Context: an optimization exercise on an open-source flow, tuned for small area. The choices shown serve that exercise and are no tape-out recipe. The RTL of this run was laid out without a check of its function.

--- design/flow/design.v ---
module lsd_filter (
    input  [11:0] x,
    input  [11:0] s1,
    input  [11:0] s2,
    output [11:0] d
);
  wire f0, f1, f2, f3, f4, f5, f6, f7;
  wire f8, f9, f10, f11, f12, f13, f14, f15;
  wire f16, f17, f18, f19, f20, f21, f22, f23;
  wire f24, f25, f26, f27, f28, f29, f30, f31;
  wire f32, f33, f34, f35, f36, f37, f38, f39;
  wire f40, f41, f42, f43, f44, f45, f46, f47;
  wire f48, f49, f50, f51, f52, f53, f54, f55;
  wire f56, f57, f58, f59, f60, f61, f62, f63;
  wire f64, f65, f66, f67, f68, f69, f70, f71;
  wire f72, f73, f74, f75, f76, f77, f78, f79;
  wire f80, f81, f82, f83, f84, f85, f86, f87;
  wire f88, f89, f90, f91, f92, f93, f94, f95;
  wire f96, f97, f98, f99, f100, f101, f102, f103;
  wire f104, f105, f106, f107, f108, f109, f110, f111;
  wire f112, f113, f114, f115, f116, f117, f118, f119;
  wire f120, f121, f122, f123, f124, f125, f126, f127;
  wire f128, f129, f130, f131, f132, f133, f134, f135;
  wire f136, f137, f138, f139, f140, f141, f142, f143;
  wire f144, f145, f146, f147, f148, f149, f150, f151;
  wire f152, f153, f154, f155, f156, f157, f158, f159;
  wire f160, f161, f162, f163, f164, f165, f166, f167;
  wire f168, f169, f170, f171, f172, f173, f174, f175;
  wire f176, f177, f178, f179, f180, f181, f182, f183;
  wire f184, f185, f186, f187, f188, f189, f190, f191;
  wire f192, f193, f194, f195, f196, f197, f198, f199;
  wire f200, f201, f202, f203, f204, f205, f206, f207;
  wire f208, f209, f210, f211, f212, f213, f214, f215;
  wire f216, f217;
  assign f0 = s1[1] ^ ~s2[0] ^ ~s2[1];
  assign f1 = (s1[1] & ~s2[0]) | (s1[1] & ~s2[1]) | (~s2[0] & ~s2[1]);
  assign f2 = s1[0] ^ s1[2] ^ ~s2[1];
  assign f3 = (s1[0] & s1[2]) | (s1[0] & ~s2[1]) | (s1[2] & ~s2[1]);
  assign f4 = ~s2[2] ^ f1 ^ f2;
  assign f5 = (~s2[2] & f1) | (~s2[2] & f2) | (f1 & f2);
  assign f6 = s1[0] ^ s1[1] ^ s1[3];
  assign f7 = (s1[0] & s1[1]) | (s1[0] & s1[3]) | (s1[1] & s1[3]);
  assign f8 = ~s2[2] ^ ~s2[3] ^ f3;
  assign f9 = (~s2[2] & ~s2[3]) | (~s2[2] & f3) | (~s2[3] & f3);
  assign f10 = f5 ^ f6 ^ f8;
  assign f11 = (f5 & f6) | (f5 & f8) | (f6 & f8);
  assign f12 = s1[1] ^ s1[2] ^ s1[4];
  assign f13 = (s1[1] & s1[2]) | (s1[1] & s1[4]) | (s1[2] & s1[4]);
  assign f14 = ~s2[3] ^ ~s2[4] ^ f7;
  assign f15 = (~s2[3] & ~s2[4]) | (~s2[3] & f7) | (~s2[4] & f7);
  assign f16 = f9 ^ f11 ^ f12;
  assign f17 = (f9 & f11) | (f9 & f12) | (f11 & f12);
  assign f18 = s1[2] ^ s1[3] ^ s1[5];
  assign f19 = (s1[2] & s1[3]) | (s1[2] & s1[5]) | (s1[3] & s1[5]);
  assign f20 = ~s2[4] ^ ~s2[5] ^ f13;
  assign f21 = (~s2[4] & ~s2[5]) | (~s2[4] & f13) | (~s2[5] & f13);
  assign f22 = f15 ^ f17 ^ f18;
  assign f23 = (f15 & f17) | (f15 & f18) | (f17 & f18);
  assign f24 = s1[3] ^ s1[4] ^ s1[6];
  assign f25 = (s1[3] & s1[4]) | (s1[3] & s1[6]) | (s1[4] & s1[6]);
  assign f26 = ~s2[0] ^ ~s2[5] ^ ~s2[6];
  assign f27 = (~s2[0] & ~s2[5]) | (~s2[0] & ~s2[6]) | (~s2[5] & ~s2[6]);
  assign f28 = f19 ^ f21 ^ f23;
  assign f29 = (f19 & f21) | (f19 & f23) | (f21 & f23);
  assign f30 = f24 ^ f26 ^ f28;
  assign f31 = (f24 & f26) | (f24 & f28) | (f26 & f28);
  assign f32 = s1[0] ^ s1[4] ^ s1[5];
  assign f33 = (s1[0] & s1[4]) | (s1[0] & s1[5]) | (s1[4] & s1[5]);
  assign f34 = s1[7] ^ ~s2[0] ^ ~s2[1];
  assign f35 = (s1[7] & ~s2[0]) | (s1[7] & ~s2[1]) | (~s2[0] & ~s2[1]);
  assign f36 = ~s2[6] ^ ~s2[7] ^ f25;
  assign f37 = (~s2[6] & ~s2[7]) | (~s2[6] & f25) | (~s2[7] & f25);
  assign f38 = f27 ^ f29 ^ f31;
  assign f39 = (f27 & f29) | (f27 & f31) | (f29 & f31);
  assign f40 = f32 ^ f34 ^ f36;
  assign f41 = (f32 & f34) | (f32 & f36) | (f34 & f36);
  assign f42 = ~(f38 ^ f40);
  assign f43 = f38 | f40;
  assign f44 = s1[1] ^ s1[5] ^ s1[6];
  assign f45 = (s1[1] & s1[5]) | (s1[1] & s1[6]) | (s1[5] & s1[6]);
  assign f46 = s1[8] ^ ~s2[1] ^ ~s2[2];
  assign f47 = (s1[8] & ~s2[1]) | (s1[8] & ~s2[2]) | (~s2[1] & ~s2[2]);
  assign f48 = ~s2[7] ^ ~s2[8] ^ f33;
  assign f49 = (~s2[7] & ~s2[8]) | (~s2[7] & f33) | (~s2[8] & f33);
  assign f50 = f35 ^ f37 ^ f39;
  assign f51 = (f35 & f37) | (f35 & f39) | (f37 & f39);
  assign f52 = f41 ^ f43 ^ f44;
  assign f53 = (f41 & f43) | (f41 & f44) | (f43 & f44);
  assign f54 = f46 ^ f48 ^ f50;
  assign f55 = (f46 & f48) | (f46 & f50) | (f48 & f50);
  assign f56 = s1[2] ^ s1[6] ^ s1[7];
  assign f57 = (s1[2] & s1[6]) | (s1[2] & s1[7]) | (s1[6] & s1[7]);
  assign f58 = s1[9] ^ ~s2[2] ^ ~s2[3];
  assign f59 = (s1[9] & ~s2[2]) | (s1[9] & ~s2[3]) | (~s2[2] & ~s2[3]);
  assign f60 = ~s2[8] ^ ~s2[9] ^ f45;
  assign f61 = (~s2[8] & ~s2[9]) | (~s2[8] & f45) | (~s2[9] & f45);
  assign f62 = f47 ^ f49 ^ f51;
  assign f63 = (f47 & f49) | (f47 & f51) | (f49 & f51);
  assign f64 = f53 ^ f55 ^ f56;
  assign f65 = (f53 & f55) | (f53 & f56) | (f55 & f56);
  assign f66 = f58 ^ f60 ^ f62;
  assign f67 = (f58 & f60) | (f58 & f62) | (f60 & f62);
  assign f68 = s1[0] ^ s1[3] ^ s1[7];
  assign f69 = (s1[0] & s1[3]) | (s1[0] & s1[7]) | (s1[3] & s1[7]);
  assign f70 = s1[8] ^ s1[10] ^ ~s2[3];
  assign f71 = (s1[8] & s1[10]) | (s1[8] & ~s2[3]) | (s1[10] & ~s2[3]);
  assign f72 = ~s2[4] ^ ~s2[9] ^ ~s2[10];
  assign f73 = (~s2[4] & ~s2[9]) | (~s2[4] & ~s2[10]) | (~s2[9] & ~s2[10]);
  assign f74 = f57 ^ f59 ^ f61;
  assign f75 = (f57 & f59) | (f57 & f61) | (f59 & f61);
  assign f76 = f63 ^ f65 ^ f67;
  assign f77 = (f63 & f65) | (f63 & f67) | (f65 & f67);
  assign f78 = f68 ^ f70 ^ f72;
  assign f79 = (f68 & f70) | (f68 & f72) | (f70 & f72);
  assign f80 = f74 ^ f76 ^ f78;
  assign f81 = (f74 & f76) | (f74 & f78) | (f76 & f78);
  assign f82 = s1[1] ^ s1[4] ^ s1[8];
  assign f83 = (s1[1] & s1[4]) | (s1[1] & s1[8]) | (s1[4] & s1[8]);
  assign f84 = s1[9] ^ ~s1[11] ^ ~s2[4];
  assign f85 = (s1[9] & ~s1[11]) | (s1[9] & ~s2[4]) | (~s1[11] & ~s2[4]);
  assign f86 = ~s2[5] ^ ~s2[10] ^ s2[11];
  assign f87 = (~s2[5] & ~s2[10]) | (~s2[5] & s2[11]) | (~s2[10] & s2[11]);
  assign f88 = f69 ^ f71 ^ f73;
  assign f89 = (f69 & f71) | (f69 & f73) | (f71 & f73);
  assign f90 = f75 ^ f77 ^ f79;
  assign f91 = (f75 & f77) | (f75 & f79) | (f77 & f79);
  assign f92 = f81 ^ f82 ^ f84;
  assign f93 = (f81 & f82) | (f81 & f84) | (f82 & f84);
  assign f94 = f86 ^ f88 ^ f90;
  assign f95 = (f86 & f88) | (f86 & f90) | (f88 & f90);
  assign f96 = s1[2] ^ s1[5] ^ s1[9];
  assign f97 = (s1[2] & s1[5]) | (s1[2] & s1[9]) | (s1[5] & s1[9]);
  assign f98 = s1[10] ^ ~s2[5] ^ ~s2[6];
  assign f99 = (s1[10] & ~s2[5]) | (s1[10] & ~s2[6]) | (~s2[5] & ~s2[6]);
  assign f100 = s2[11] ^ f83 ^ f85;
  assign f101 = (s2[11] & f83) | (s2[11] & f85) | (f83 & f85);
  assign f102 = f87 ^ f89 ^ f91;
  assign f103 = (f87 & f89) | (f87 & f91) | (f89 & f91);
  assign f104 = f93 ^ f95 ^ f96;
  assign f105 = (f93 & f95) | (f93 & f96) | (f95 & f96);
  assign f106 = f98 ^ f100 ^ f102;
  assign f107 = (f98 & f100) | (f98 & f102) | (f100 & f102);
  assign f108 = s1[3] ^ s1[6] ^ s1[10];
  assign f109 = (s1[3] & s1[6]) | (s1[3] & s1[10]) | (s1[6] & s1[10]);
  assign f110 = ~s1[11] ^ ~s2[6] ^ ~s2[7];
  assign f111 = (~s1[11] & ~s2[6]) | (~s1[11] & ~s2[7]) | (~s2[6] & ~s2[7]);
  assign f112 = f97 ^ f99 ^ f101;
  assign f113 = (f97 & f99) | (f97 & f101) | (f99 & f101);
  assign f114 = f103 ^ f105 ^ f107;
  assign f115 = (f103 & f105) | (f103 & f107) | (f105 & f107);
  assign f116 = f108 ^ f110 ^ f112;
  assign f117 = (f108 & f110) | (f108 & f112) | (f110 & f112);
  assign f118 = s1[4] ^ s1[7] ^ ~s1[11];
  assign f119 = (s1[4] & s1[7]) | (s1[4] & ~s1[11]) | (s1[7] & ~s1[11]);
  assign f120 = ~s2[7] ^ ~s2[8] ^ f109;
  assign f121 = (~s2[7] & ~s2[8]) | (~s2[7] & f109) | (~s2[8] & f109);
  assign f122 = f111 ^ f113 ^ f115;
  assign f123 = (f111 & f113) | (f111 & f115) | (f113 & f115);
  assign f124 = f117 ^ f118 ^ f120;
  assign f125 = (f117 & f118) | (f117 & f120) | (f118 & f120);
  assign f126 = s1[5] ^ s1[8] ^ ~s2[8];
  assign f127 = (s1[5] & s1[8]) | (s1[5] & ~s2[8]) | (s1[8] & ~s2[8]);
  assign f128 = ~s2[9] ^ f119 ^ f121;
  assign f129 = (~s2[9] & f119) | (~s2[9] & f121) | (f119 & f121);
  assign f130 = f123 ^ f125 ^ f126;
  assign f131 = (f123 & f125) | (f123 & f126) | (f125 & f126);
  assign f132 = ~(f128 ^ f130);
  assign f133 = f128 | f130;
  assign f134 = s1[6] ^ s1[9] ^ ~s2[9];
  assign f135 = (s1[6] & s1[9]) | (s1[6] & ~s2[9]) | (s1[9] & ~s2[9]);
  assign f136 = ~s2[10] ^ f127 ^ f129;
  assign f137 = (~s2[10] & f127) | (~s2[10] & f129) | (f127 & f129);
  assign f138 = f131 ^ f133 ^ f134;
  assign f139 = (f131 & f133) | (f131 & f134) | (f133 & f134);
  assign f140 = ~(f136 ^ f138);
  assign f141 = f136 | f138;
  assign f142 = s1[7] ^ s1[10] ^ ~s2[10];
  assign f143 = (s1[7] & s1[10]) | (s1[7] & ~s2[10]) | (s1[10] & ~s2[10]);
  assign f144 = s2[11] ^ f135 ^ f137;
  assign f145 = (s2[11] & f135) | (s2[11] & f137) | (f135 & f137);
  assign f146 = f139 ^ f141 ^ f142;
  assign f147 = (f139 & f141) | (f139 & f142) | (f141 & f142);
  assign f148 = s1[8] ^ ~s1[11] ^ s2[11];
  assign f149 = (s1[8] & ~s1[11]) | (s1[8] & s2[11]) | (~s1[11] & s2[11]);
  assign f150 = f143 ^ f145 ^ f147;
  assign f151 = (f143 & f145) | (f143 & f147) | (f145 & f147);
  assign f152 = ~(f148 ^ f150);
  assign f153 = f148 | f150;
  assign f154 = s1[9] ^ f149 ^ f151;
  assign f155 = (s1[9] & f149) | (s1[9] & f151) | (f149 & f151);
  assign f156 = ~(s1[10] ^ f155);
  assign f157 = s1[10] | f155;
  assign f158 = ~(~s1[11] ^ f157);
  assign f159 = ~s1[11] | f157;
  assign f160 = f80 ^ x[0] ^ x[11];
  assign f161 = (f80 & x[0]) | (f80 & x[11]) | (x[0] & x[11]);
  assign f162 = f92 ^ f94 ^ x[1];
  assign f163 = (f92 & f94) | (f92 & x[1]) | (f94 & x[1]);
  assign f164 = f104 ^ f106 ^ x[2];
  assign f165 = (f104 & f106) | (f104 & x[2]) | (f106 & x[2]);
  assign f166 = f114 ^ f116 ^ x[3];
  assign f167 = (f114 & f116) | (f114 & x[3]) | (f116 & x[3]);
  assign f168 = f122 ^ f124 ^ x[4];
  assign f169 = (f122 & f124) | (f122 & x[4]) | (f124 & x[4]);
  assign f170 = f132 ^ x[5] ^ f169;
  assign f171 = (f132 & x[5]) | (f132 & f169) | (x[5] & f169);
  assign f172 = f140 ^ x[6] ^ f171;
  assign f173 = (f140 & x[6]) | (f140 & f171) | (x[6] & f171);
  assign f174 = f144 ^ f146 ^ x[7];
  assign f175 = (f144 & f146) | (f144 & x[7]) | (f146 & x[7]);
  assign f176 = f152 ^ x[8] ^ f175;
  assign f177 = (f152 & x[8]) | (f152 & f175) | (x[8] & f175);
  assign f178 = f153 ^ f154 ^ x[9];
  assign f179 = (f153 & f154) | (f153 & x[9]) | (f154 & x[9]);
  assign f180 = f156 ^ x[10] ^ f179;
  assign f181 = (f156 & x[10]) | (f156 & f179) | (x[10] & f179);
  assign f182 = f158 ^ ~x[11] ^ f181;
  assign f183 = (f158 & ~x[11]) | (f158 & f181) | (~x[11] & f181);
  assign f184 = (s1[0] & ~s2[0]) | (s1[0] & ~x[11]) | (~s2[0] & ~x[11]);
  assign f185 = (1'b1 & f0) | (1'b1 & f184) | (f0 & f184);
  assign f186 = f4 & f185;
  assign f187 = f10 & f186;
  assign f188 = (f14 & f16) | (f14 & f187) | (f16 & f187);
  assign f189 = (f20 & f22) | (f20 & f188) | (f22 & f188);
  assign f190 = (1'b1 & f30) | (1'b1 & f189) | (f30 & f189);
  assign f191 = f42 & f190;
  assign f192 = (f52 & f54) | (f52 & f191) | (f54 & f191);
  assign f193 = (f64 & f66) | (f64 & f192) | (f66 & f192);
  assign f194 = f160 ^ f193;
  assign f195 = f160 & f193;
  assign f196 = f161 ^ f162 ^ f195;
  assign f197 = (f161 & f162) | (f161 & f195) | (f162 & f195);
  assign f198 = f163 ^ f164 ^ f197;
  assign f199 = (f163 & f164) | (f163 & f197) | (f164 & f197);
  assign f200 = f165 ^ f166 ^ f199;
  assign f201 = (f165 & f166) | (f165 & f199) | (f166 & f199);
  assign f202 = f167 ^ f168 ^ f201;
  assign f203 = (f167 & f168) | (f167 & f201) | (f168 & f201);
  assign f204 = f170 ^ f203;
  assign f205 = f170 & f203;
  assign f206 = f172 ^ f205;
  assign f207 = f172 & f205;
  assign f208 = f173 ^ f174 ^ f207;
  assign f209 = (f173 & f174) | (f173 & f207) | (f174 & f207);
  assign f210 = f176 ^ f209;
  assign f211 = f176 & f209;
  assign f212 = f177 ^ f178 ^ f211;
  assign f213 = (f177 & f178) | (f177 & f211) | (f178 & f211);
  assign f214 = f180 ^ f213;
  assign f215 = f180 & f213;
  assign f216 = f182 ^ f215;
  assign f217 = f182 & f215;
  assign d = {f216, f214, f212, f210, f208, f206, f204, f202, f200, f198, f196, f194};
endmodule
module lsd_mag (
    input  [11:0] d,
    input  [11:0] s2,
    output [10:0] u
);
  wire m0, m1, m2, m3, m4, m5, m6, m7;
  wire m8, m9, m10, m11, m12, m13, m14, m15;
  wire m16, m17, m18, m19, m20, m21, m22, m23;
  wire m24, m25, m26, m27, m28, m29, m30, m31;
  wire m32, m33, m34, m35, m36, m37, m38, m39;
  wire m40, m41, m42, m43, m44, m45, m46, m47;
  wire m48, m49, m50, m51, m52, m53, m54, m55;
  wire m56, m57, m58, m59, m60, m61, m62, m63;
  wire m64, m65, m66, m67, m68, m69, m70, m71;
  wire m72, m73, m74, m75, m76, m77, m78, m79;
  wire m80, m81, m82, m83, m84, m85, m86, m87;
  wire m88, m89, m90, m91, m92, m93, m94, m95;
  wire m96, m97, m98, m99, m100, m101, m102, m103;
  wire m104, m105, m106, m107, m108, m109, m110, m111;
  wire m112, m113, m114, m115, m116, m117, m118, m119;
  wire m120, m121, m122, m123, m124, m125, m126, m127;
  wire m128, m129, m130, m131, m132, m133, m134, m135;
  wire m136, m137, m138, m139, m140, m141, m142, m143;
  wire m144, m145, m146;
  assign m0 = ~(d[0] ^ ~s2[0]);
  assign m1 = d[0] | ~s2[0];
  assign m2 = d[1] ^ ~s2[1] ^ m1;
  assign m3 = (d[1] & ~s2[1]) | (d[1] & m1) | (~s2[1] & m1);
  assign m4 = d[2] ^ ~s2[2] ^ m3;
  assign m5 = (d[2] & ~s2[2]) | (d[2] & m3) | (~s2[2] & m3);
  assign m6 = d[3] ^ ~s2[3] ^ m5;
  assign m7 = (d[3] & ~s2[3]) | (d[3] & m5) | (~s2[3] & m5);
  assign m8 = d[4] ^ ~s2[4] ^ m7;
  assign m9 = (d[4] & ~s2[4]) | (d[4] & m7) | (~s2[4] & m7);
  assign m10 = d[5] ^ ~s2[5] ^ m9;
  assign m11 = (d[5] & ~s2[5]) | (d[5] & m9) | (~s2[5] & m9);
  assign m12 = d[6] ^ ~s2[6] ^ m11;
  assign m13 = (d[6] & ~s2[6]) | (d[6] & m11) | (~s2[6] & m11);
  assign m14 = d[7] ^ ~s2[7] ^ m13;
  assign m15 = (d[7] & ~s2[7]) | (d[7] & m13) | (~s2[7] & m13);
  assign m16 = d[8] ^ ~s2[8] ^ m15;
  assign m17 = (d[8] & ~s2[8]) | (d[8] & m15) | (~s2[8] & m15);
  assign m18 = d[9] ^ ~s2[9] ^ m17;
  assign m19 = (d[9] & ~s2[9]) | (d[9] & m17) | (~s2[9] & m17);
  assign m20 = d[10] ^ ~s2[10] ^ m19;
  assign m21 = (d[10] & ~s2[10]) | (d[10] & m19) | (~s2[10] & m19);
  assign m22 = ~d[11] ^ s2[11] ^ m21;
  assign m23 = (~d[11] & s2[11]) | (~d[11] & m21) | (s2[11] & m21);
  assign m24 = 1'b1 ^ m23;
  assign m25 = 1'b1 & m23;
  assign m26 = ~m0 ^ m4 ^ ~m12;
  assign m27 = (~m0 & m4) | (~m0 & ~m12) | (m4 & ~m12);
  assign m28 = ~m2 ^ m6 ^ ~m14;
  assign m29 = (~m2 & m6) | (~m2 & ~m14) | (m6 & ~m14);
  assign m30 = m0 ^ ~m4 ^ m8;
  assign m31 = (m0 & ~m4) | (m0 & m8) | (~m4 & m8);
  assign m32 = ~m16 ^ m29 ^ m30;
  assign m33 = (~m16 & m29) | (~m16 & m30) | (m29 & m30);
  assign m34 = m2 ^ ~m6 ^ m10;
  assign m35 = (m2 & ~m6) | (m2 & m10) | (~m6 & m10);
  assign m36 = ~m18 ^ m31 ^ m33;
  assign m37 = (~m18 & m31) | (~m18 & m33) | (m31 & m33);
  assign m38 = m4 ^ ~m8 ^ m12;
  assign m39 = (m4 & ~m8) | (m4 & m12) | (~m8 & m12);
  assign m40 = ~m20 ^ m35 ^ m37;
  assign m41 = (~m20 & m35) | (~m20 & m37) | (m35 & m37);
  assign m42 = m6 ^ ~m10 ^ m14;
  assign m43 = (m6 & ~m10) | (m6 & m14) | (~m10 & m14);
  assign m44 = ~m22 ^ m39 ^ m41;
  assign m45 = (~m22 & m39) | (~m22 & m41) | (m39 & m41);
  assign m46 = m8 ^ ~m12 ^ m16;
  assign m47 = (m8 & ~m12) | (m8 & m16) | (~m12 & m16);
  assign m48 = m24 ^ m43 ^ m45;
  assign m49 = (m24 & m43) | (m24 & m45) | (m43 & m45);
  assign m50 = ~(m46 ^ m48);
  assign m51 = m46 | m48;
  assign m52 = m10 ^ ~m14 ^ m18;
  assign m53 = (m10 & ~m14) | (m10 & m18) | (~m14 & m18);
  assign m54 = m47 ^ m49 ^ m51;
  assign m55 = (m47 & m49) | (m47 & m51) | (m49 & m51);
  assign m56 = ~(m52 ^ m54);
  assign m57 = m52 | m54;
  assign m58 = m12 ^ ~m16 ^ m20;
  assign m59 = (m12 & ~m16) | (m12 & m20) | (~m16 & m20);
  assign m60 = m53 ^ m55 ^ m57;
  assign m61 = (m53 & m55) | (m53 & m57) | (m55 & m57);
  assign m62 = ~(m58 ^ m60);
  assign m63 = m58 | m60;
  assign m64 = m14 ^ ~m18 ^ m22;
  assign m65 = (m14 & ~m18) | (m14 & m22) | (~m18 & m22);
  assign m66 = m59 ^ m61 ^ m63;
  assign m67 = (m59 & m61) | (m59 & m63) | (m61 & m63);
  assign m68 = ~(m64 ^ m66);
  assign m69 = m64 | m66;
  assign m70 = m16 ^ ~m20 ^ ~m24;
  assign m71 = (m16 & ~m20) | (m16 & ~m24) | (~m20 & ~m24);
  assign m72 = m65 ^ m67 ^ m69;
  assign m73 = (m65 & m67) | (m65 & m69) | (m67 & m69);
  assign m74 = m18 ^ ~m22 ^ m71;
  assign m75 = (m18 & ~m22) | (m18 & m71) | (~m22 & m71);
  assign m76 = ~(m73 ^ m74);
  assign m77 = m73 | m74;
  assign m78 = m20 ^ m24 ^ m75;
  assign m79 = (m20 & m24) | (m20 & m75) | (m24 & m75);
  assign m80 = ~(m22 ^ m79);
  assign m81 = m22 | m79;
  assign m82 = ~m0 & 1'b1;
  assign m83 = ~m2 & m82;
  assign m84 = ~m4 & m83;
  assign m85 = ~m6 & m84;
  assign m86 = (m0 & ~m8) | (m0 & m85) | (~m8 & m85);
  assign m87 = (m2 & ~m10) | (m2 & m86) | (~m10 & m86);
  assign m88 = (1'b1 & m26) | (1'b1 & m87) | (m26 & m87);
  assign m89 = (m27 & m28) | (m27 & m88) | (m28 & m88);
  assign m90 = m32 & m89;
  assign m91 = m34 ^ m36 ^ m90;
  assign m92 = (m34 & m36) | (m34 & m90) | (m36 & m90);
  assign m93 = m38 ^ m40 ^ m92;
  assign m94 = (m38 & m40) | (m38 & m92) | (m40 & m92);
  assign m95 = m42 ^ m44 ^ m94;
  assign m96 = (m42 & m44) | (m42 & m94) | (m44 & m94);
  assign m97 = m50 ^ m96;
  assign m98 = m50 & m96;
  assign m99 = m56 ^ m98;
  assign m100 = m56 & m98;
  assign m101 = m62 ^ m100;
  assign m102 = m62 & m100;
  assign m103 = m68 ^ m102;
  assign m104 = m68 & m102;
  assign m105 = m70 ^ m72 ^ m104;
  assign m106 = (m70 & m72) | (m70 & m104) | (m72 & m104);
  assign m107 = m76 ^ m106;
  assign m108 = m76 & m106;
  assign m109 = m77 ^ m78 ^ m108;
  assign m110 = (m77 & m78) | (m77 & m108) | (m78 & m108);
  assign m111 = m80 ^ m110;
  assign m112 = m80 & m110;
  assign m113 = ~m24 ^ m81 ^ m112;
  assign m114 = (~m24 & m81) | (~m24 & m112) | (m81 & m112);
  assign m115 = m91 ^ m113;
  assign m116 = m115 ^ m113;
  assign m117 = m115 & m113;
  assign m118 = m93 ^ m113;
  assign m119 = m118 ^ m117;
  assign m120 = m118 & m117;
  assign m121 = m95 ^ m113;
  assign m122 = m121 ^ m120;
  assign m123 = m121 & m120;
  assign m124 = m97 ^ m113;
  assign m125 = m124 ^ m123;
  assign m126 = m124 & m123;
  assign m127 = m99 ^ m113;
  assign m128 = m127 ^ m126;
  assign m129 = m127 & m126;
  assign m130 = m101 ^ m113;
  assign m131 = m130 ^ m129;
  assign m132 = m130 & m129;
  assign m133 = m103 ^ m113;
  assign m134 = m133 ^ m132;
  assign m135 = m133 & m132;
  assign m136 = m105 ^ m113;
  assign m137 = m136 ^ m135;
  assign m138 = m136 & m135;
  assign m139 = m107 ^ m113;
  assign m140 = m139 ^ m138;
  assign m141 = m139 & m138;
  assign m142 = m109 ^ m113;
  assign m143 = m142 ^ m141;
  assign m144 = m142 & m141;
  assign m145 = m111 ^ m113;
  assign m146 = m145 ^ m144;
  assign u = {m146, m143, m140, m137, m134, m131, m128, m125, m122, m119, m116};
endmodule
module lsd_radix (
    input  [23:0] c,
    input  [23:0] v,
    input  [3:0] kc,
    output bit1,
    output [23:0] co,
    output [3:0] kco
);
  wire r0, r1, r2, r3, r4, r5, r6, r7;
  wire r8, r9, r10, r11, r12, r13, r14, r15;
  wire r16, r17, r18, r19, r20, r21, r22, r23;
  wire r24, r25, r26, r27, r28, r29, r30, r31;
  wire r32, r33, r34, r35, r36, r37, r38, r39;
  wire r40, r41, r42, r43, r44, r45, r46, r47;
  wire r48, r49, r50, r51, r52, r53, r54, r55;
  wire r56, r57, r58, r59, r60, r61, r62, r63;
  wire r64, r65, r66, r67, r68, r69, r70, r71;
  assign r0 = c[0] & ~v[0];
  assign r1 = c[1] & ~v[1];
  assign r2 = c[2] & ~v[2];
  assign r3 = c[3] & ~v[3];
  assign r4 = c[4] & ~v[4];
  assign r5 = c[5] & ~v[5];
  assign r6 = c[6] & ~v[6];
  assign r7 = c[7] & ~v[7];
  assign r8 = c[8] & ~v[8];
  assign r9 = c[9] & ~v[9];
  assign r10 = c[10] & ~v[10];
  assign r11 = c[11] & ~v[11];
  assign r12 = c[12] & ~v[12];
  assign r13 = c[13] & ~v[13];
  assign r14 = c[14] & ~v[14];
  assign r15 = c[15] & ~v[15];
  assign r16 = c[16] & ~v[16];
  assign r17 = c[17] & ~v[17];
  assign r18 = c[18] & ~v[18];
  assign r19 = c[19] & ~v[19];
  assign r20 = c[20] & ~v[20];
  assign r21 = c[21] & ~v[21];
  assign r22 = c[22] & ~v[22];
  assign r23 = c[23] & ~v[23];
  assign r24 = r0 ^ r1 ^ r2;
  assign r25 = (r0 & r1) | (r0 & r2) | (r1 & r2);
  assign r26 = r3 ^ r4 ^ r5;
  assign r27 = (r3 & r4) | (r3 & r5) | (r4 & r5);
  assign r28 = r6 ^ r7 ^ r8;
  assign r29 = (r6 & r7) | (r6 & r8) | (r7 & r8);
  assign r30 = r9 ^ r10 ^ r11;
  assign r31 = (r9 & r10) | (r9 & r11) | (r10 & r11);
  assign r32 = r12 ^ r13 ^ r14;
  assign r33 = (r12 & r13) | (r12 & r14) | (r13 & r14);
  assign r34 = r15 ^ r16 ^ r17;
  assign r35 = (r15 & r16) | (r15 & r17) | (r16 & r17);
  assign r36 = r18 ^ r19 ^ r20;
  assign r37 = (r18 & r19) | (r18 & r20) | (r19 & r20);
  assign r38 = r21 ^ r22 ^ r23;
  assign r39 = (r21 & r22) | (r21 & r23) | (r22 & r23);
  assign r40 = kc[0] ^ r24 ^ r26;
  assign r41 = (kc[0] & r24) | (kc[0] & r26) | (r24 & r26);
  assign r42 = r28 ^ r30 ^ r32;
  assign r43 = (r28 & r30) | (r28 & r32) | (r30 & r32);
  assign r44 = r34 ^ r36 ^ r38;
  assign r45 = (r34 & r36) | (r34 & r38) | (r36 & r38);
  assign r46 = r40 ^ r42 ^ r44;
  assign r47 = (r40 & r42) | (r40 & r44) | (r42 & r44);
  assign r48 = kc[1] ^ r25 ^ r27;
  assign r49 = (kc[1] & r25) | (kc[1] & r27) | (r25 & r27);
  assign r50 = r29 ^ r31 ^ r33;
  assign r51 = (r29 & r31) | (r29 & r33) | (r31 & r33);
  assign r52 = r35 ^ r37 ^ r39;
  assign r53 = (r35 & r37) | (r35 & r39) | (r37 & r39);
  assign r54 = r41 ^ r43 ^ r45;
  assign r55 = (r41 & r43) | (r41 & r45) | (r43 & r45);
  assign r56 = r47 ^ r48 ^ r50;
  assign r57 = (r47 & r48) | (r47 & r50) | (r48 & r50);
  assign r58 = r52 ^ r54 ^ r56;
  assign r59 = (r52 & r54) | (r52 & r56) | (r54 & r56);
  assign r60 = kc[2] ^ r49 ^ r51;
  assign r61 = (kc[2] & r49) | (kc[2] & r51) | (r49 & r51);
  assign r62 = r53 ^ r55 ^ r57;
  assign r63 = (r53 & r55) | (r53 & r57) | (r55 & r57);
  assign r64 = r59 ^ r60 ^ r62;
  assign r65 = (r59 & r60) | (r59 & r62) | (r60 & r62);
  assign r66 = kc[3] ^ r61 ^ r63;
  assign r67 = (kc[3] & r61) | (kc[3] & r63) | (r61 & r63);
  assign r68 = r65 ^ r66;
  assign r69 = r65 & r66;
  assign r70 = r67 ^ r69;
  assign r71 = r67 & r69;
  assign bit1 = ~(r71 | r70);
  assign kco = bit1 ? {r68, r64, r58, r46} : kc;
  assign co = bit1 ? (c & v) : (c & ~v);
endmodule
`timescale 1ns / 1ps
module lsort_detect (
    input               clk,
    input               rst_n,
    input               in_valid,
    input        [ 1:0] in_channel,
    input        [11:0] in_data,
    output logic        out_valid,
    output logic [ 1:0] out_channel,
    output logic [10:0] out_data,
    output logic        out_spike,
    output logic [37:0] out_time
);
  localparam int NS = 24;   
  localparam int NB1 = 3;   
  logic [1:0] ph;
  always_ff @(posedge clk or negedge rst_n)
    if (!rst_n) ph <= 2'd0;
    else ph <= ph + 2'd1;
  logic [3:1] dv;
  logic [1:0] dc1, dc2, dc3;
  logic [11:0] dd1, dd2, dd3;
  always_ff @(posedge clk or negedge rst_n)
    if (!rst_n) dv <= '0;
    else dv <= {dv[2:1], in_valid};
  always_ff @(posedge clk) begin
    dc1 <= in_channel;
    dd1 <= in_data;
    dc2 <= dc1;
    dd2 <= dd1;
    dc3 <= dc2;
    dd3 <= dd2;
  end
  logic pv;
  logic [11:0] x;
  always_comb begin
    pv = 1'b1;
    if (in_valid && in_channel == ph) x = in_data;
    else if (dv[1] && dc1 == ph) x = dd1;
    else if (dv[2] && dc2 == ph) x = dd2;
    else begin
      x  = dd3;
      pv = dv[3] && dc3 == ph;
    end
  end
  logic [23:0] flt0, flt1, flt2, flt3;   
  logic seen3;
  always_ff @(posedge clk or negedge rst_n)
    if (!rst_n) seen3 <= 1'b0;
    else if (pv && ph == 2'd3) seen3 <= 1'b1;
  logic [11:0] s1, s2, d;
  assign s1 = seen3 ? flt3[23:12] : 12'd0;
  assign s2 = seen3 ? flt3[11:0] : 12'd0;
  lsd_filter u_filter (
      .x (x),
      .s1(s1),
      .s2(s2),
      .d (d)
  );
  logic v1;
  logic [11:0] s2o;
  always_ff @(posedge clk or negedge rst_n)
    if (!rst_n) v1 <= 1'b0;
    else v1 <= pv;
  always_ff @(posedge clk) begin
    flt0 <= pv ? {d, s1} : flt3;
    flt1 <= flt0;
    flt2 <= flt1;
    flt3 <= flt2;
    s2o  <= s2;
  end
  logic [10:0] u;
  logic [5:0] g;
  lsd_mag u_mag (
      .d (flt0[23:12]),
      .s2(s2o),
      .u (u)
  );
  assign g = (u[10:6] != 0) ? 6'd63 : (u[5:0] == 0) ? 6'd0 : u[5:0] - 6'd1;
  logic [NS-1:0][5:0] win0, win1, win2, win3;   
  always_ff @(posedge clk) begin
    win0[0] <= v1 ? g : win3[0];
    for (int j = 1; j < NS; j++) win0[j] <= v1 ? win3[j-1] : win3[j];
    win1 <= win0;
    win2 <= win1;
    win3 <= win2;
  end
  logic v2;
  logic [10:0] u2;
  always_ff @(posedge clk or negedge rst_n)
    if (!rst_n) v2 <= 1'b0;
    else v2 <= v1;
  always_ff @(posedge clk) u2 <= u;
  logic [4:0] fill;
  always_ff @(posedge clk or negedge rst_n)
    if (!rst_n) fill <= '0;
    else if (v2 && ph == 2'd1 && fill != 5'd24) fill <= fill + 5'd1;
  logic [NS-1:0] vld;   
  always_comb for (int j = 0; j < NS; j++) vld[j] = 5'(j) <= fill;
  logic [5:0][NS-1:0] vb0, vb1;   
  always_comb
    for (int b = 0; b < 6; b++)
      for (int j = 0; j < NS; j++) begin
        vb0[b][j] = win0[j][b];
        vb1[b][j] = win1[j][b];
      end
  logic [6:0][NS-1:0] cand;
  logic [6:0][3:0] kc;
  logic [5:0] mb;
  logic [NS-1:0] cand_q;
  logic [3:0] kc_q;
  logic [5:0] mb_q;
  assign cand[0] = vld;
  assign kc[0] = 4'd3;   
  genvar i;
  generate
    for (i = 0; i < 6; i++) begin : gen_step
      logic [NS-1:0] ci;
      logic [3:0] ki;
      if (i == NB1) begin : gen_m2
        assign ci = cand_q;
        assign ki = kc_q;
      end else begin : gen_m1
        assign ci = cand[i];
        assign ki = kc[i];
      end
      lsd_radix u_radix (
          .c   (ci),
          .v   (i < NB1 ? vb0[5-i] : vb1[5-i]),
          .kc  (ki),
          .bit1(mb[5-i]),
          .co  (cand[i+1]),
          .kco (kc[i+1])
      );
    end
  endgenerate
  logic v3;
  logic [10:0] u3;
  always_ff @(posedge clk or negedge rst_n)
    if (!rst_n) v3 <= 1'b0;
    else v3 <= v2;
  always_ff @(posedge clk) begin
    u3 <= u2;
    cand_q <= cand[NB1];
    kc_q <= kc[NB1];
    mb_q <= mb;
  end
  logic [5:0] med, q;
  always_comb
    for (int b = 0; b < 6; b++) med[b] = (b >= 6 - NB1) ? mb_q[b] : mb[b];
  assign q = u3[10:5] - {5'd0, u3[4:0] == 5'd0};
  assign out_valid = v3;
  assign out_data  = u3;
  assign out_spike = (u3 != 11'd0) && (q > med);
  logic [39:0] cnt, cnt_carry;
  assign {out_time, out_channel} = cnt;
  always_comb begin
    cnt_carry[0] = v3;
    for (int b = 1; b < 40; b++) cnt_carry[b] = cnt_carry[b-1] & cnt[b-1];
  end
  always_ff @(posedge clk or negedge rst_n)
    if (!rst_n) cnt <= '0;
    else cnt <= cnt ^ cnt_carry;
endmodule
--- design/flow/run.sh ---
#!/bin/bash
# synth_recipe.tcl (not shown) runs the flow's synth.tcl, then flattens the netlist and writes it again
# the make line also repeats each setting of config.mk as NAME=value (left out here)
make -C /OpenROAD-flow-scripts/flow DESIGN_CONFIG=/design/flow/config.mk WORK_HOME=/design/flow/orfs CLKGATE_MAP_FILE= SYNTH_SCRIPT=/design/flow/synth_recipe.tcl finish
--- design/flow/config.mk ---
export PLATFORM = sky130hd
export DESIGN_NAME = lsort_detect
export DESIGN_NICKNAME = lsort_detect
export VERILOG_FILES = /design/flow/design.v
export SDC_FILE = /design/flow/constraint.sdc
export NUM_CORES = 4
export LEC_CHECK = 0
export CAP_MARGIN = 20
export CORE_MARGIN = 2
export CORE_UTILIZATION = 40
export SLEW_MARGIN = 20
--- design/flow/constraint.sdc ---
create_clock -name core_clock -period 14.0 [get_ports {clk}]
set_input_delay 2.8000 -clock core_clock [delete_from_list [all_inputs] [get_ports {clk}]]
set_output_delay 2.8000 -clock core_clock [all_outputs]
set_load 0.01 [all_outputs]
==> flow_summary.ini <==
[run_status]
outcome = finished with violations
so_faults = setup timing

[sta]
rsz0062_at_grt = true
finalSetupViolations = 1
setup_ws_ns = -0.549
min_period_ns = 14.55
fin_crit_sh = 1.04
tightestPinTransition_ns = 0.953
worst_clock_skew_ns = 0.0402
final-max-slew-violation-count = 0
max_freq_mhz = 68.7
hold_viol = 0
relSlewSlack = 0.365

[floorplanning]
die_h_um = 279
io_pins = 70
row_count = 100
coreArea_sq_um = 74600
die_area_sq_um = 77700
initial_core_util = 0.405
die_w_um = 279

[place]
hpwl_mm = 42.0
port_buffers = 69
dp_cells = 3362
gp_congestion = 0.830

[yosys]
yosys-top-cells-area = dfxtp_1 52%, fa_1 17%, mux2_2 5.7%, dfrtp_1 4.5%, ha_1 3.9%
syn_inst = 2279
ys_types = 53
syn_nets = 2644
synth_edf_count = 0
synth_top_area_frac = 0.516
yosys_warnings = 1
seq_area_frac_synth = 0.561
synth_ff_type = dfxtp_1
synthArstFlopShare = 0.0648
synth_commonest_cells = 779 x dfxtp_1, 257 x inv_1, 255 x fa_1
synth.cell_area_sq_um = 30200
yosysTopAreaCell = dfxtp_1
synth_area_per_cell_sq_um = 13.3
ys_ff_latch = 833
synth.most_common_cell = dfxtp_1

[hold_path]
min_from = win2[118]
min_path_type = register to register
worstHoldPathCells = 0

[detailed_routing]
viasPerCell = 4.41
drcViolationCount = 0
via_count = 15565
ant_nets = 0
wire_per_inst_um = 15.9
first_iter_violations = 531
first_pass_iters = 6
routed_wl_mm = 56.1

[clock_network]
cts_tree = done
root_buffer = clkbuf_16
cts.clk_slew.worst_paths_ns = 0.06
cts_hold_buf = 0
cts-buffers-inserted = 81
insertion_delay_ns = 0.63
clock-sinks = 833
cts.path.max_buffers = 3
htreeDepth = 3

[grt]
grt_max_degree = 73
grt_antenna_before_repair = 0
grt_overflow = 0
grt_pass1_vias = 17267
grt_pass1_wl_mm = 91.1
grt_use_total = 0.148

[worst_setup_path]
slowest_delay_ns = 0.59
cp_data_required_time_ns = 11.20
arrival_ns = 11.75
cp_common_cell = fa_2
crit_type = register to output port
startpoint = cand_q[11]
cp-end-kind = output port
cp_max_fo = 6
worstRegToRegCells = 47
startpoint_type = register
r2r-start = fill[1]
critical_path.slowest_cell = fa_2

[final_layout]
area_growth_pct = 19.3
drive_above_1_share = 0.211
nets = 2858
final_cells = 3528
num_antenna_cells = 0

[flow_run]
drv_cap = 0
## metrics by stage
| stage | hold slack, ns | worst slack [ns] | TNS [ns] | utilization | cell area [sq um] |
|---|---|---|---|---|---|
| floorplan | 0.310 | 0.0177 | 0 | - | 30200 |
| global placement | 0.310 | -0.617 | -0.617 | 0.438 | 32700 |
| detailed placement | 0.312 | -0.789 | -0.823 | 0.438 | 32700 |
| CTS | 0.320 | -0.798 | -0.798 | 0.479 | 35700 |
| global route | 0.324 | -0.926 | -0.926 | 0.483 | 36000 |
| finish | 0.314 | -0.549 | -0.549 | 0.483 | 36000 |
## area by class of cell
cell class / instances / area [sq um]
fill: 6552 / 38500
sequential: 833 / 17000
multi-input combinational: 1129 / 12300
clock buffer: 105 / 2310
timing repair buffer: 189 / 1680
tap: 969 / 1210
inverter: 259 / 972
clock inverter: 44 / 644
## placed cells by master (no fill, tap or decap), types with 8 or more instances in the layout
cell,count
fa_1,236
a211oi_1,11
a21oi_1,21
dfxtp_1,776
inv_2,10
nor2_1,90
nand2_1,81
nor2b_1,18
mux2i_1,11
mux2_2,154
xor2_1,56
bufinv_16,13
clkbuf_1,9
xnor2_1,93
a21o_1,11
inv_1,249
nand2b_1,15
nor2_2,9
or3_1,48
nor3_1,14
ha_1,90
clkdlybuf4s50_1,67
or2_2,31
buf_6,8
buf_4,106
clkbuf_16,86
fa_2,19
o21ai_0,21
clkbuf_8,11
clkinv_2,13
dfrtp_1,53
## final timing paths
kind / slack [ns] / to
min in group asynchronous: 2.31 / dv[1]
setup / recovery: -0.55 / out_spike
hold / removal: 0.31 / win3[118]
max in group asynchronous: 11.12 / v1
setup reg to reg: 0.44 / cand_q[0]
hold reg to reg: 0.31 / win3[118]
## routing by layer
layer	up-vias	share of wire	GRT usage
met2	175	0.49	0.254
li1	7571	-	-
met5	-	0	0
met3	107	0.028	0.0261
met1	7712	0.45	0.189
met4	0	0.027	0.0495
## worst max-delay path, delay by kind of cell (launching register included)
family / cells / cell delay (ns)
adders and majority gates: 20 / 8.08
AOI/OAI and AO/OA: 4 / 0.37
and+or+nand+nor: 10 / 1.30
xor gates and xnor gates: 2 / 0.23
DFF: 1 / 0.31
buffers and inverters: 9 / 0.80
## state kept, by name, summed over array words and instances, names as in the netlist, 24 cells and up
name,count
win0,144
win1,144
win2,144
win3,144
cnt,40
cand_q,24
flt0,24
flt1,24
flt2,24
flt3,24
## cell families (layout without fill, tap and decap cells)
family / count (synthesis) / in the layout / synth area share
compound gates: 94 / 94 / 0.0197
simple gates: 357 / 357 / 0.0589
xor+xnor: 157 / 157 / 0.0465
buf+inv: 317 / 597 / 0.0418
flops: 833 / 833 / 0.561
mux: 171 / 171 / 0.0640
fa+ha+maj: 350 / 350 / 0.208
## repair_timing
item,in CTS,in global routing
pin swaps,29,57
gates resized for setup,35,56
cloned,0,1
buffers inserted,4,12
setup endpoints to repair,5,36

[port drivers added, routing unchanged]
How much do the figures lean on ideal ports? The routed layout below was timed once more, with nothing changed but the port constraints.
Step 1: set_driving_cell puts a clkbuf_16 on clk and a buf_2 on each other input, an assumption about the parent block.
Step 2 adds t to the input delays and takes it off the output delays; t is the mean of the earliest and latest rising clock arrival at the registers after step 1. Input paths then give back, and output paths get back, about the clock's delay inside the block.
a / b / c = ideal ports / drivers / drivers and shift; a / b = the first two.
t, ns: 0.663
setup WS [ns]: -0.549 / -0.607 / 0.056
worst setup path at the end: register to output
pins driven straight from the clock port: 1
For this run, drivers alone change the setup slack by -0.058 ns; drivers and shift together by +0.605 ns.
